Context: an optimization exercise on an open-source flow, tuned for small area, a short achievable clock period and few clock cycles per item. The choices shown serve that exercise and are no tape-out recipe.
In this exercise RTL edits were held to simulation tests only and were not proved equivalent to the original.
Power is estimated from default activity; no workload was simulated.

$ cat flow/constraint.sdc
create_clock -name core_clock -period 10.0 [get_ports {clk}]
set_input_delay 2.0000 -clock core_clock [delete_from_list [all_inputs] [get_ports {clk}]]
set_output_delay 2.0000 -clock core_clock [all_outputs]
set_load 0.01 [all_outputs]
$ cat flow/design.v
`timescale 1ns/10ps
module  ATCONV(
	input		clk,
	input		reset,
	output 	    busy,
	input		ready,
	output reg	[11:0]	iaddr,
	input signed [12:0]	idata,
	output	reg 	cwr,
	output  reg	[11:0]	caddr_wr,
	output reg 	[12:0] 	cdata_wr,
	output	reg 	crd,
	output  	[11:0] 	caddr_rd,
	input 	[12:0] 	cdata_rd,
	output reg 	csel
	);
	localparam K = 4;           
	localparam L = K + 2;       
	reg        run;
	reg [2:0]  ci;
	reg [5:0]  s;
	reg        cp;
	reg [4:0]  b;
	assign busy = run;
	wire tail   = b[4] & (s == 6'd2);
	wire last_i = tail ? (ci == 3'd4) : (ci == L-1);
	reg [2:0] n_ci;
	reg [5:0] n_s;
	reg       n_cp;
	reg [4:0] n_b;
	always @(*) begin
		n_ci = ci + 3'd1;
		n_s  = s;
		n_cp = cp;
		n_b  = b;
		if (last_i) begin
			n_ci = 3'd0;
			if (b[4]) begin
				if (s != 6'd2) n_s = s + 6'd1;
			end else if (s == 6'd32) begin
				n_s = 6'd0;
				n_cp = ~cp;
				if (cp) n_b = b + 5'd1;
			end else
				n_s = s + 6'd1;
		end
	end
	wire [7:0] n_row = {n_b[4:1], 3'b000} + {7'd0, n_b[0]} + {4'd0, n_ci, 1'b0} - 8'd2;
	wire [5:0] n_rowc = n_row[7] ? 6'd0 : (n_row[6] ? 6'd63 : n_row[5:0]);
	wire [5:0] n_sm1 = n_s - 6'd1;
	wire [5:0] n_col = (n_s == 6'd0) ? 6'd0 :
	                   n_cp ? {n_sm1[4:0], 1'b1} :
	                   (n_s[5] ? 6'd63 : {n_s[4:0], 1'b0});
	wire wv = run & (ci >= 3'd2) &
	          (((s != 6'd0) & ~b[4] & ~(cp & (s == 6'd1))) |
	           ((s == 6'd0) & ~cp & (b != 5'd0)));
	wire init = (s == 6'd0);
	reg [12:0] pix, x1, x2;
	always @(posedge clk) begin
		pix <= idata;
		x1  <= pix;
		x2  <= x1;
	end
	wire [15:0] u  = {{3{x2[12]}}, x2} + {{3{pix[12]}}, pix};
	wire [15:0] v  = u + {{1{x1[12]}}, x1, 2'b00};                  
	wire [16:0] cc = {x1, 4'b0000} - {u, 1'b0} - 17'd188;           
	reg  [15:0] Vr;
	reg  [16:0] Cr;
	always @(posedge clk) begin
		Vr <= v;
		Cr <= cc;
	end
	reg [17*L-1:0] Pring;
	reg [16*L-1:0] Nring;
	wire [16:0] Ph = Pring[16:0];
	wire [16:0] Nh = {Nring[15], Nring[15:0]};
	wire [16:0] Vx = {Vr[15], Vr};
	reg [1:0] wvp, inp;      
	always @(posedge clk or posedge reset) begin
		if (reset) begin
			wvp <= 2'b00;
			inp <= 2'b00;
		end else begin
			wvp <= {wvp[0], wv};
			inp <= {inp[0], init};
		end
	end
	wire wv2 = wvp[1];
	wire in2 = inp[1];
	wire [16:0] t2 = Ph - (in2 ? Nh : Vx);      
	wire [16:0] Pn = Cr - (in2 ? Vx : Nh);
	always @(posedge clk) begin
		Pring <= {Pn, Pring[17*L-1:17]};
		Nring <= {Vr, Nring[16*L-1:16]};
	end
	wire ok0 = ~t2[16] & (|t2[15:4]) & (t2[15:4] < 12'hFF5);
	wire [12:0] l0 = ok0 ? {1'b0, t2[15:4]} : 13'd0;
	reg [5:0] wrow, wcol;
	always @(posedge clk or posedge reset) begin
		if (reset) begin
			wrow <= 6'd0;
			wcol <= 6'd0;
		end else if (wv2) begin
			if (wrow[2:1] != 2'b11)
				wrow <= wrow + 6'd2;
			else begin
				if (wcol == 6'd63) begin
					wcol <= 6'd0;
					wrow <= wrow[0] ? wrow + 6'd1 : wrow - 6'd5;
				end else begin
					wrow <= wrow - 6'd6;
					wcol <= (wcol == 6'd62) ? 6'd1 : wcol + 6'd2;
				end
			end
		end
	end
	reg [12:0] pc;             
	reg        pst, pwp;
	reg        rv, r0;
	reg [12:0] rdr, mx;
	assign caddr_rd = {pc[11:7], pc[1], pc[6:2], pc[0]};
	wire [12:0] pcn = pc + {12'd0, crd};
	wire [3:0]  g   = b[4:1];
	wire [3:0]  pg  = {1'b0, pcn[11:9]};
	wire        pen = ~pcn[12] & (((s >= 6'd2) | cp | b[0]) ? (pg < g) : (pg + 4'd1 < g));
	wire [9:0]  l1a = pc[11:2] - 10'd1;
	wire [8:0]  mxi = mx[12:4] + 9'd1;
	wire [12:0] l1 = (mx[3:0] != 4'd0) ? {mxi, 4'b0000} : mx;
	wire wr1  = run & (n_ci == 3'd3) & pwp;
	wire done = cwr & csel & (caddr_wr[9:0] == 10'h3FF);
	always @(posedge clk) begin
		rdr <= cdata_rd;
		if (rv) mx <= (r0 | (rdr > mx)) ? rdr : mx;
	end
	always @(posedge clk or posedge reset) begin
		if (reset) begin
			run <= 1'b0;
			ci <= 3'd0; s <= 6'd0; cp <= 1'b0; b <= 5'd0;
			iaddr <= 12'd0;
			pc <= 13'd0; pst <= 1'b0; pwp <= 1'b0;
			rv <= 1'b0; r0 <= 1'b0;
			crd <= 1'b0; cwr <= 1'b0; csel <= 1'b0;
			caddr_wr <= 12'd0; cdata_wr <= 13'd0;
		end else begin
			rv <= crd;
			r0 <= crd & (ci == 3'd1);
			if (!run) begin
				run <= ready;
				cwr <= 1'b0;
				crd <= 1'b0;
				csel <= 1'b0;
			end else if (done) begin
				run <= 1'b0;
				ci <= 3'd0; s <= 6'd0; cp <= 1'b0; b <= 5'd0;
				iaddr <= 12'd0;
				pc <= 13'd0; pst <= 1'b0; pwp <= 1'b0;
				crd <= 1'b0; cwr <= 1'b0; csel <= 1'b0;
			end else begin
				ci <= n_ci; s <= n_s; cp <= n_cp; b <= n_b;
				iaddr <= {n_rowc, n_col};
				pc <= pcn;
				if (n_ci == 3'd1) begin
					pst <= pen;
					pwp <= pst;
					crd <= pen;
				end else if (n_ci == 3'd3 || n_ci == 3'd5)
					crd <= 1'b0;
				else
					crd <= pst;
				if (wv2) begin
					cwr <= 1'b1; csel <= 1'b0;
					caddr_wr <= {wrow, wcol};
					cdata_wr <= l0;
				end else if (wr1) begin
					cwr <= 1'b1; csel <= 1'b1;
					caddr_wr <= {2'b00, l1a};
					cdata_wr <= l1;
				end else begin
					cwr <= 1'b0; csel <= 1'b0;
				end
			end
		end
	end
endmodule
$ cat flow/run.sh
#!/bin/bash
# synth_recipe.tcl (not shown) runs the flow's synth.tcl, then flattens the netlist and writes it again
# the make line also repeats each setting of config.mk as NAME=value (left out here)
make -C /OpenROAD-flow-scripts/flow DESIGN_CONFIG=/design/flow/config.mk WORK_HOME=/design/flow/orfs CLKGATE_MAP_FILE= SYNTH_SCRIPT=/design/flow/synth_recipe.tcl finish
$ cat flow/config.mk
export PLATFORM = sky130hd
export DESIGN_NAME = ATCONV
export DESIGN_NICKNAME = ATCONV
export VERILOG_FILES = /design/flow/design.v
export SDC_FILE = /design/flow/constraint.sdc
export NUM_CORES = 4
export LEC_CHECK = 0
export CAP_MARGIN = 20
export CORE_MARGIN = 2
export CORE_UTILIZATION = 40
export SLEW_MARGIN = 20
==> run notes <==
## flip-flops by register name (all words and copies together), names as in the netlist, 2 cells and up, named ones only
name / count
Pring: 102
Nring: 96
Cr: 16
Vr: 15
cdata_wr: 13
mx: 13
pc: 13
pix: 13
rdr: 13
x1: 13
x2: 13
caddr_wr: 12
iaddr: 12
s: 6
wcol: 6
b: 5
wrow: 4
ci: 3
inp: 2
wvp: 2
## power by group through the flow
stage	clock network, W	logic (W)	registers (W)
2_1_floorplan	0	0.00208	0.00237
3_3_place_gp	0	0.00256	0.00244
3_5_place_dp	0	0.00261	0.00247
4_1_cts	0.00171	0.00264	0.00244
5_1_grt	0.00177	0.00295	0.00250
6_report	0.00166	0.00261	0.00242
## cell usage after synthesis, drive strengths merged (4+ instances only)
master	count	area share, %
o21a	5	0.25
o21ai	66	2.2
edfxtp	13	2.5
mux2i	35	2.3
a22o	5	0.28
nor2	65	1.6
a21oi	80	2.7
nor2b	8	0.33
o211ai	6	0.38
nand2b	11	0.50
o21bai	15	0.73
or2	8	0.36
a211oi	6	0.29
xor2	29	1.7
o31ai	11	0.69
mux2	4	0.32
o22ai	10	0.45
nand3b	4	0.20
a31o	5	0.28
buf	18	1.0
dfrtp	89	14
o2bb2ai	19	1.1
nand3	29	0.98
nand4	14	0.57
nor3	23	0.85
a21o	18	0.90
ha	131	11
clkbuf	33	0.94
inv	94	2.3
or3	5	0.20
a31oi	6	0.24
a41o	4	0.26
o41ai	8	0.65
xnor2	74	4.2
nor4	10	0.55
dfxtp	281	37
and3	11	0.46
nor3b	6	0.29
nand2	78	1.9
o22a	4	0.23
and2	4	0.16
## path summary, 6_finish.rpt
check / cells past startpoint / start / slack, ns / endpoint
max in group asynchronous: 3 / reset / 6.98 / inp[1]$_DFF_PP0_
max: 17 / s[0]$_DFFE_PP0P_ / 5.73 / iaddr[10]$_DFFE_PP0P_
min in group asynchronous: 2 / reset / 1.85 / iaddr[9]$_DFFE_PP0P_
min reg2reg: 0 / Pring[98]$_DFF_P_ / 0.31 / Pring[81]$_DFF_P_
min: 0 / Pring[98]$_DFF_P_ / 0.31 / Pring[81]$_DFF_P_
max reg2reg: 17 / s[0]$_DFFE_PP0P_ / 5.73 / iaddr[10]$_DFFE_PP0P_
## final cells by class
cell class,count,area (um^2)
inverter,95,357.8
fill,3372,19610
clock buffer,55,1309
timing repair buffer,89,870.8
sequential,383,8244
clock inverter,21,244.0
multi-input combinational,850,6485
tap,511,639.4
## per-stage QoR
step / cell area (um^2) / instances / utilization (%) / hold WS, ns / setup slack (ns)
global route: 18150 / 2004 / 48.07 / 0.3271 / 5.329
finish: 18150 / 2004 / 48.07 / 0.3132 / 5.725
CTS: 18150 / 2004 / 48.07 / 0.3205 / 5.710
floorplan: 15380 / 1379 / - / 0.3096 / 5.693
global placement: 16600 / 1928 / 43.96 / 0.3096 / 5.821
detailed placement: 16600 / 1928 / 43.96 / 0.3121 / 5.721
## routing by layer
metal	global-route usage, %	vias to the layer above	part of all wire [%]
met5	0	-	0
met4	5.021	0	2.5
met3	3.142	48	4.9
met2	24.20	169	45
met1	18.97	4590	48
li1	-	4970	-
## cell families after synthesis
kind of cell / synth area share (%)
flip-flops: 53.60
adder cells (fa/ha/maj): 11.05
AO/OA/AOI/OAI: 13.25
AND/OR/NAND/NOR: 9.381
buffers and inverters: 4.263
multiplexers: 2.595
XOR/XNOR: 5.866
==> out/results.ini <==
[critical_path]
worstSetupPathType = reg -> reg
critPathCaptureType = flip-flop
crit_slowest_cell = or4b_1
path_delay_family = simple AND/OR/NAND/NOR gates
cpMostUsedCell = ha_1
cp.buffers_inverters = 1
cp_cell_sequence = inv_1, ha_1, or4b_1, or2_2, nor3_2, nand2_1, mux2i_1, ha_1, nor3_2, nor2b_1, ha_1, o21ai_1, nand2b_1, a21oi_1, xnor2_1, a21o_1, a31o_1
required_ns = 10.44
cp_slowest_stage_delay_ns = 0.48
cp.arrival_ns = 4.72
worst_setup_path_start_kind = flip-flop
cp_max_fo = 7

[die]
io-pin-count = 82
die_y_um = 200.1
die_x_um = 200.1
core.rowCount = 71
dieArea_mm2 = 0.04003
initial_core_util_pct = 40.73
core_area_mm2 = 0.03776

[power]
combPwrFrac_pct = 39.0
peakVddDrop_v = 0.0001745
p_per_area_mw_per_mm2 = 369.0
swShare_pct = 34.76
finalPower_w = 0.006697
p_int_w = 0.004369
p_leak_nw = 7.915
power.switching_w = 0.002328
seqPwrFrac_pct = 36.2
power_frac_clock_pct = 24.8

[global_route]
antenna_found_initial = 0
grt_max_degree = 51
grt_overflow = 0
grt_pass1_wl_um = 47070
grt_pass1_vias = 9653
grt_use_total_pct = 14.62

[layout]
antenna_cells = 0
syn_to_final_growth_pct = 18.02
final_cell_mix = dfxtp_1 (281), ha_1 (131), inv_1 (93)
final_common_cell = dfxtp_1
drive_gt1_share_pct = 8.908
nets = 1623

[timing]
rsz0062_at_grt = false
period_needed_ns = 4.275
finalCritPeriodShare_pct = 42.75
fin_worst_skew_ns = 0.02123
setup_viol = 0
hold_viol_final = 0
setup_tns_ns = 0
max_freq_mhz = 233.9
tightest_slew_ns = 1.013
slew_violations = 0
slew_headroom_pct = 31.93

[synth]
ys_seq_area_share_pct = 53.60
syn-cell-area_mm2 = 0.01538
ys.flop_type = dfxtp_1
synth_edf_count = 13
avgSynthCellArea_um2 = 11.15
syn_inst = 1379
ys_ff_latch = 383
synth-async-reset-ratio_pct = 23.24
ys_types = 94
yosys_warnings = 1
synthesis.nets = 1542

[clock_network]
clkLatencyLatePin_ns = 0.55
cts_tree = built
clk_pin_slew_ns = 0.06
ctsLongestPathBuffers = 3
cts_buffers = 41
cts-resized-gates = 0
h-tree-depth = 2
ctsHoldBuffers = 0
cts_root_buffer = clkbuf_16
post-cts-setup-buffers = 0
clock-sinks = 383

[drt]
viasPerCell = 4.879
via_count = 9777
antenna_left = 0
drt_wl_total_um = 28060
wl_per_cell_um = 14.00
drt_iter0_markers = 401
drc = 0
dr.pass1.iters = 5

[placement]
gp_routability_congestion = 0.7817
port-buffer-count = 81
post-dp-hpwl_um = 20030

[run]
max_cap_violations = 0

[worst_hold_path]
min_path_type = reg -> reg

[status]
run_status = timing/DRC/antenna clean

Testbench counts, summed over its fixed seeds: cycles 223,776, images 32.

port drivers added, routing unchanged:
No port has a modelled driver above. Below, the same layout with a new extraction and two added sets of constraints.
Step 1: set_driving_cell puts a clkbuf_16 on clk and a buf_2 on each other input, an assumption about the parent block.
Step 2, shift: input delay + t, output delay - t, t = (earliest + latest rising clock arrival at the registers) / 2. This alone moves slack from input paths to output paths.
Three values: ideal, step 1, step 2; two values: the first two.
shift t [ns]: 0.590
setup slack, ns: 5.725 / 5.725 / 5.725
hold WS [ns]: 0.313 / 0.313 / 0.313
worst setup path at the end: register to register
worst slew at a driven data input, ns: 0.04
After both steps setup and hold are still met in this run. For this run, drivers alone change the setup slack by 0.000 ns; drivers and shift together by 0.000 ns.
